Source: an optimization exercise on an open RTL-to-GDS flow (aim: small area). Production flows keep margins and buffers that such runs may drop. In this exercise RTL edits were held to simulation tests only and were not proved equivalent to the original. The flow treats the clock pin as an ideal source, which a real chip does not have. No activity file was given, so power comes from the tool's default toggle rates.

==> flow/design.v (excerpt) <==
module freqMeter(clk, rst, signal, d, z);
  input clk;
  input rst;
  input signal;
  output reg [1:4] d;
  output reg [7:0] z;
  localparam [13:0] L_INV = 14'b01010101010101;
  reg  [13:0] Ls;                     
  wire [13:0] L = Ls ^ L_INV;
  reg  [1:0]  p;
  wire lz13  = ~|L[12:0];
  wire lzero = lz13 & ~L[13];         
  wire lfb   = L[13] ^ L[11] ^ L[1] ^ L[0] ^ lz13;
  reg  [2:0] run;
  wire run_in = ~((run == 3'b100) | (run == 3'b001));
  wire edge_in = signal & (run == 3'b111);
  localparam [6:0] PRE_INV = 7'b0110010;
  reg  [6:0] preS;                    
  wire [6:0] pre = preS ^ PRE_INV;
  reg  [3:0] T;
  reg  [3:0] H;
  reg  [6:0] K;
  wire pre99 = (pre[5:0] == 6'b011001);               
  wire pre15 = pre[2] & pre[5] & ~pre[6];             
  wire pre59 = ~pre[0] & pre[1] & ~pre[5] & pre[6];   
  wire pfb   = pre[6] ^ pre[2] ^ pre99;
  wire T9 = T[3] & T[0];
  wire H9 = H[3] & H[0];
  wire cT = pre99;
  wire cH = cT & T9;
  wire cK = cH & H9;
  wire wrapP = K[6] & ~K[5] & ~K[4] & K[0] & H[2] & H[0] & T[1] & T[0] & pre59;
  wire wrapC = K[6] & K[5] & K[4] & K[2] & K[1] & K[0] & H[1] & H[0] & T[1] & pre15;
  wire clrA = edge_in | wrapC;
  wire clrB = clrA | wrapP;
  wire kzero = (K[3:0] == 4'd0) & ~K[5] & (K[6] == K[4]);
  reg       lowP;
  reg [3:0] x;
  reg [3:0] mid;
  always @(posedge clk) begin
    if (rst) begin
      Ls <= 14'd1 ^ L_INV;
      p <= 2'd0;
      run <= 3'b100;
      preS <= 7'd50 ^ PRE_INV;
      T <= 4'd0;
      H <= 4'd0;
      K <= 7'd0;
      lowP <= 1'b0;
      x <= 4'd1;
      mid <= 4'd0;
    end else begin
      Ls <= {L[12:0], lfb} ^ L_INV;
      if (lzero) p <= p + 2'd1;
      run <= signal ? 3'b100 : {run[1:0], run_in};
      if (edge_in) begin
        lowP <= kzero;
        mid  <= H;
        x    <= kzero ? T : K[3:0];
      end
      if (clrB) begin
        preS <= 7'd50 ^ PRE_INV;
        T <= 4'd0;
        H <= 4'd0;
        K[3:0] <= 4'd0;
      end else begin
        preS <= {pre[5:0], pfb} ^ PRE_INV;
        if (cT) T <= T9 ? 4'd0 : T + 4'd1;
        if (cH) H <= H9 ? 4'd0 : H + 4'd1;
        if (cK) K[3:0] <= K[3:0] + 4'd1;
      end
      if (clrA)
        K[6:4] <= 3'd0;
      else if (wrapP)
        K[4] <= 1'b1;
      else if (cK && K[3:0] == 4'd15)
        K[6:4] <= K[6:4] + 3'd1;
    end
  end
  wire ph0  = (p == 2'd0);
  wire ph1  = (p == 2'd1);
  ...
Size: roughly 50 flip-flops, about 0.0019 sq mm of cells after synthesis.
Settings: LEC_CHECK=0, CAP_MARGIN=20, CORE_MARGIN=2, CORE_UTILIZATION=60, SLEW_MARGIN=20; clock period 100.0 ns.
standard.sh (not shown) runs the stock make flow with config.mk's settings and CLKGATE_MAP_FILE= SYNTH_SCRIPT=/design/flow/synth_recipe.tcl, a recipe that flattens the netlist after the stock synthesis.
==> flow/flow/run.sh <==
#!/bin/bash
# Layout flow: the standard flow, except that
#  - synthesis skips the adder extraction and maps the logic with several
#    area-oriented ABC scripts (flow/abc), keeping the smallest result;
#    registers and their names are as in the standard synthesis;
#  - the ports get the smallest buffer cell;
#  - CTS adds no dummy loads.
set -euo pipefail
W=$(pwd)
F=$W/flow

# ORFS's synth.tcl with its abc call replaced by flow/abc_pick.tcl
python3 - "$FLOW_HOME/scripts/synth.tcl" "$W/my_synth_core.tcl" "$F/abc_pick.tcl" <<'PY'
import sys
src, dst, pick = sys.argv[1:4]
s = open(src).read()
old = "  log_cmd abc {*}$abc_args\n"
assert s.count(old) == 1
s = s.replace(old, "  source " + pick + "\n")
open(dst, "w").write(s)
PY

export MY_SYNTH_CORE=$W/my_synth_core.tcl
export MY_ABC_DIR=$F/abc

make -C "$FLOW_HOME" DESIGN_CONFIG="$W/config.mk" WORK_HOME="$W/orfs" CLKGATE_MAP_FILE= \
  SYNTH_SCRIPT="$F/synth.tcl" ADDER_MAP_FILE= synth > "$W/synth.log" 2>&1
grep ABC_PICK "$W/orfs/logs/sky130hd/freqMeter/base/1_2_yosys.log" >> "$W/synth.log" || true

bash "$W/standard.sh" finish "BUFFER_PORTS_ARGS=-buffer_cell sky130_fd_sc_hd__buf_1" \
  "CTS_ARGS=-sink_clustering_enable -repair_clock_nets -dont_use_dummy_load" \
  "POST_CTS_TCL=$F/clkresize.tcl" > "$W/layout.log" 2>&1
==> flow/flow/clkresize.tcl <==
# POST_CTS_TCL hook: size each clock buffer that CTS placed to the smallest
# clkbuf cell whose flip-flop clock pins keep a slew (placement estimate)
# under CLK_SLEW_TARGET, leaves first, then the root.
set db [ord::get_db]
set block [ord::get_db_block]
set sizes {sky130_fd_sc_hd__clkbuf_1 sky130_fd_sc_hd__clkbuf_2 sky130_fd_sc_hd__clkbuf_4 sky130_fd_sc_hd__clkbuf_8 sky130_fd_sc_hd__clkbuf_16}
set limit [expr {[info exists ::env(CLK_SLEW_TARGET)] ? $::env(CLK_SLEW_TARGET) : 1.2e-10}]

proc pin_slew {pin} {
  set w 0
  foreach p {slew_max_rise slew_max_fall} {
    set s [get_property $pin $p]
    if {$s > $w} { set w $s }
  }
  return $w
}
proc sinks_slew {pins} {
  estimate_parasitics -placement
  set w 0
  foreach pin $pins { set s [pin_slew $pin]; if {$s > $w} { set w $s } }
  return $w
}
proc clk_pins_of {net} {
  set pins {}
  foreach it [$net getITerms] {
    if {[[$it getMTerm] getName] eq "CLK"} {
      lappend pins [get_pins [[$it getInst] getName]/CLK]
    }
  }
  return $pins
}

set all_clk_pins [get_pins -hierarchical */CLK]
set leaves {}
set roots {}
foreach inst [$block getInsts] {
  set m [[$inst getMaster] getName]
  if {![string match "sky130_fd_sc_hd__clkbuf_*" $m]} { continue }
  set a [[$inst findITerm A] getNet]
  if {$a ne "NULL" && [$a getName] eq "clk"} { lappend roots $inst } else { lappend leaves $inst }
}
puts "clkresize: start, worst clock-pin slew [sinks_slew $all_clk_pins]"
foreach inst $leaves {
  set pins [clk_pins_of [[$inst findITerm X] getNet]]
  if {[llength $pins] == 0} { continue }
  foreach cell $sizes {
    $inst swapMaster [$db findMaster $cell]
    set s [sinks_slew $pins]
    if {$s <= $limit} { break }
  }
  puts "clkresize: leaf [$inst getName] ([llength $pins] sinks) -> [[$inst getMaster] getName], slew $s"
}
set base [sinks_slew $all_clk_pins]
foreach inst $roots {
  foreach cell $sizes {
    $inst swapMaster [$db findMaster $cell]
    set s [sinks_slew $all_clk_pins]
    if {$s <= [expr {max($limit, $base)}]} { break }
  }
  puts "clkresize: root [$inst getName] -> [[$inst getMaster] getName], worst slew $s"
}
detailed_placement
check_placement -verbose
estimate_parasitics -placement
repair_timing -hold -hold_margin 0
detailed_placement
check_placement -verbose
puts "clkresize: end, worst clock-pin slew [sinks_slew $all_clk_pins]"
Other scripts of this flow, unchanged in this note and not shown: flow/flow/abc/a1.abc, flow/flow/abc/a2.abc, flow/flow/abc/a3.abc, flow/flow/abc/a4.abc, flow/flow/abc/a5.abc, flow/flow/abc/a6.abc, flow/flow/abc/a7.abc, flow/flow/abc/a8.abc, flow/flow/abc_pick.tcl, flow/flow/synth.tcl
The first run completed with no timing, DRC or antenna violations.
Edit:
--- a/flow/flow/run.sh
+++ b/flow/flow/run.sh
@@ -31,2 +31 @@
-  "CTS_ARGS=-sink_clustering_enable -repair_clock_nets -dont_use_dummy_load" \
-  "POST_CTS_TCL=$F/clkresize.tcl" > "$W/layout.log" 2>&1
+  "CTS_ARGS=-sink_clustering_enable -repair_clock_nets -dont_use_dummy_load" > "$W/layout.log" 2>&1
- CORE_UTILIZATION: 60 -> 40
removed: flow/flow/clkresize.tcl
Result: The changed run produced a clean layout; total power decreases by 8.9%; sequential cell count stays the same; synthesized area does not change; global-route usage decreases by 7.5 points; die area increases by 46%; count of clock-buffer cells in the layout is unchanged; sequential power is about the same; routed wire length decreases by 4.5%; critical path depth is unchanged.
Edit:
--- a/flow/flow/run.sh
+++ b/flow/flow/run.sh
@@ -31 +31,2 @@
-  "CTS_ARGS=-sink_clustering_enable -repair_clock_nets -dont_use_dummy_load" > "$W/layout.log" 2>&1
+  "CTS_ARGS=-sink_clustering_enable -repair_clock_nets -dont_use_dummy_load" \
+  "POST_CTS_TCL=$F/clkresize.tcl" > "$W/layout.log" 2>&1
==> flow/flow/clkresize.tcl (new file) <==
# POST_CTS_TCL hook: size each clock buffer that CTS placed to the smallest
# clkbuf cell whose flip-flop clock pins keep a slew (placement estimate)
# under CLK_SLEW_TARGET, leaves first, then the root.
set db [ord::get_db]
set block [ord::get_db_block]
set sizes {sky130_fd_sc_hd__clkbuf_1 sky130_fd_sc_hd__clkbuf_2 sky130_fd_sc_hd__clkbuf_4 sky130_fd_sc_hd__clkbuf_8 sky130_fd_sc_hd__clkbuf_16}
set limit [expr {[info exists ::env(CLK_SLEW_TARGET)] ? $::env(CLK_SLEW_TARGET) : 1.2e-10}]

proc pin_slew {pin} {
  set w 0
  foreach p {slew_max_rise slew_max_fall} {
    set s [get_property $pin $p]
    if {$s > $w} { set w $s }
  }
  return $w
}
proc sinks_slew {pins} {
  estimate_parasitics -placement
  set w 0
  foreach pin $pins { set s [pin_slew $pin]; if {$s > $w} { set w $s } }
  return $w
}
proc clk_pins_of {net} {
  set pins {}
  foreach it [$net getITerms] {
    if {[[$it getMTerm] getName] eq "CLK"} {
      lappend pins [get_pins [[$it getInst] getName]/CLK]
    }
  }
  return $pins
}

set all_clk_pins [get_pins -hierarchical */CLK]
set leaves {}
set roots {}
foreach inst [$block getInsts] {
  set m [[$inst getMaster] getName]
  if {![string match "sky130_fd_sc_hd__clkbuf_*" $m]} { continue }
  set a [[$inst findITerm A] getNet]
  if {$a ne "NULL" && [$a getName] eq "clk"} { lappend roots $inst } else { lappend leaves $inst }
}
puts "clkresize: start, worst clock-pin slew [sinks_slew $all_clk_pins]"
foreach inst $leaves {
  set pins [clk_pins_of [[$inst findITerm X] getNet]]
  if {[llength $pins] == 0} { continue }
  foreach cell $sizes {
    $inst swapMaster [$db findMaster $cell]
    set s [sinks_slew $pins]
    if {$s <= $limit} { break }
  }
  puts "clkresize: leaf [$inst getName] ([llength $pins] sinks) -> [[$inst getMaster] getName], slew $s"
}
set base [sinks_slew $all_clk_pins]
foreach inst $roots {
  foreach cell $sizes {
    $inst swapMaster [$db findMaster $cell]
    set s [sinks_slew $all_clk_pins]
    if {$s <= [expr {max($limit, $base)}]} { break }
  }
  puts "clkresize: root [$inst getName] -> [[$inst getMaster] getName], worst slew $s"
}
detailed_placement
check_placement -verbose
estimate_parasitics -placement
repair_timing -hold -hold_margin 0
detailed_placement
check_placement -verbose
puts "clkresize: end, worst clock-pin slew [sinks_slew $all_clk_pins]"
=> Cell area is higher by 2.2%; power is higher by 12%; utilization is higher by 1.0 points; critical path depth does not change; clock-buffer cell count does not change; cell count stays the same; routed wire length is higher by 1.6%; worst setup slack hardly moves; synthesized cell count is unchanged; hold slack gets worse by 0.0061 ns.
Edit:
--- a/flow/flow/clkresize.tcl
+++ b/flow/flow/clkresize.tcl
@@ -3 +3 @@
-# under CLK_SLEW_TARGET, leaves first, then the root.
+# under CLK_SLEW_TARGET (ns), leaves first, then the root.
@@ -7 +7 @@
-set limit [expr {[info exists ::env(CLK_SLEW_TARGET)] ? $::env(CLK_SLEW_TARGET) : 1.2e-10}]
+set limit [expr {[info exists ::env(CLK_SLEW_TARGET)] ? $::env(CLK_SLEW_TARGET) : 0.12}]
Setup slack is worse by 0.18 ns.
Die area is unchanged.
Final cell count does not change.
Cell area goes down by 3.2%.
Routed wire length goes down by 2.0%.
Area after synthesis stays the same.
Sequential power hardly moves.
Edit:
- CORE_UTILIZATION: 40 -> 60
What happened: The changed run completed with no timing, DRC or antenna violations. Synthesized area is unchanged. Global-route usage is higher by 7.3 points. Combinational power barely changes. Setup slack gets worse by 0.055 ns. Via count increases by about 4.4%. Final area goes down by about 1.9%.

==> afterwards: timing with drivers on the ports <==
How much do the figures lean on ideal ports? The routed layouts below were timed once more, with nothing changed but the port constraints. Step 1: set_driving_cell puts a clkbuf_16 on clk and a buf_2 on each other input, an assumption about the parent block. Step 2 also shifts input and output timing later by t, the mid clock arrival at the registers, as if the neighbouring blocks saw the same clock. Three values: ideal, step 1, step 2; two values: the first two.
run	shift t [ns]	slack for setup (ns)	hold WS [ns]	worst setup path at the end	worst register clock-pin slew, ns
the first run	0.390	77.498 / 77.476 / 77.427	0.395 / 0.395 / 0.395	input to register	0.06 / 0.06
the second run	0.318	77.573 / 77.547 / 77.584	0.402 / 0.402 / 0.402	input to register	0.09 / 0.09
the third run	0.330	77.571 / 77.545 / 77.576	0.396 / 0.396 / 0.396	input to register	0.07 / 0.07
the fourth run	0.516	77.389 / 77.365 / 77.610	0.403 / 0.403 / 0.403	input to register	0.11 / 0.11
the fifth run	0.514	77.334 / 77.312 / 77.437	0.401 / 0.401 / 0.401	input to register	0.11 / 0.11
After both steps setup and hold are still met in every run listed. The setup slack of the first run, which loses most, moves by -0.022 ns with the drivers and by -0.071 ns with both steps.
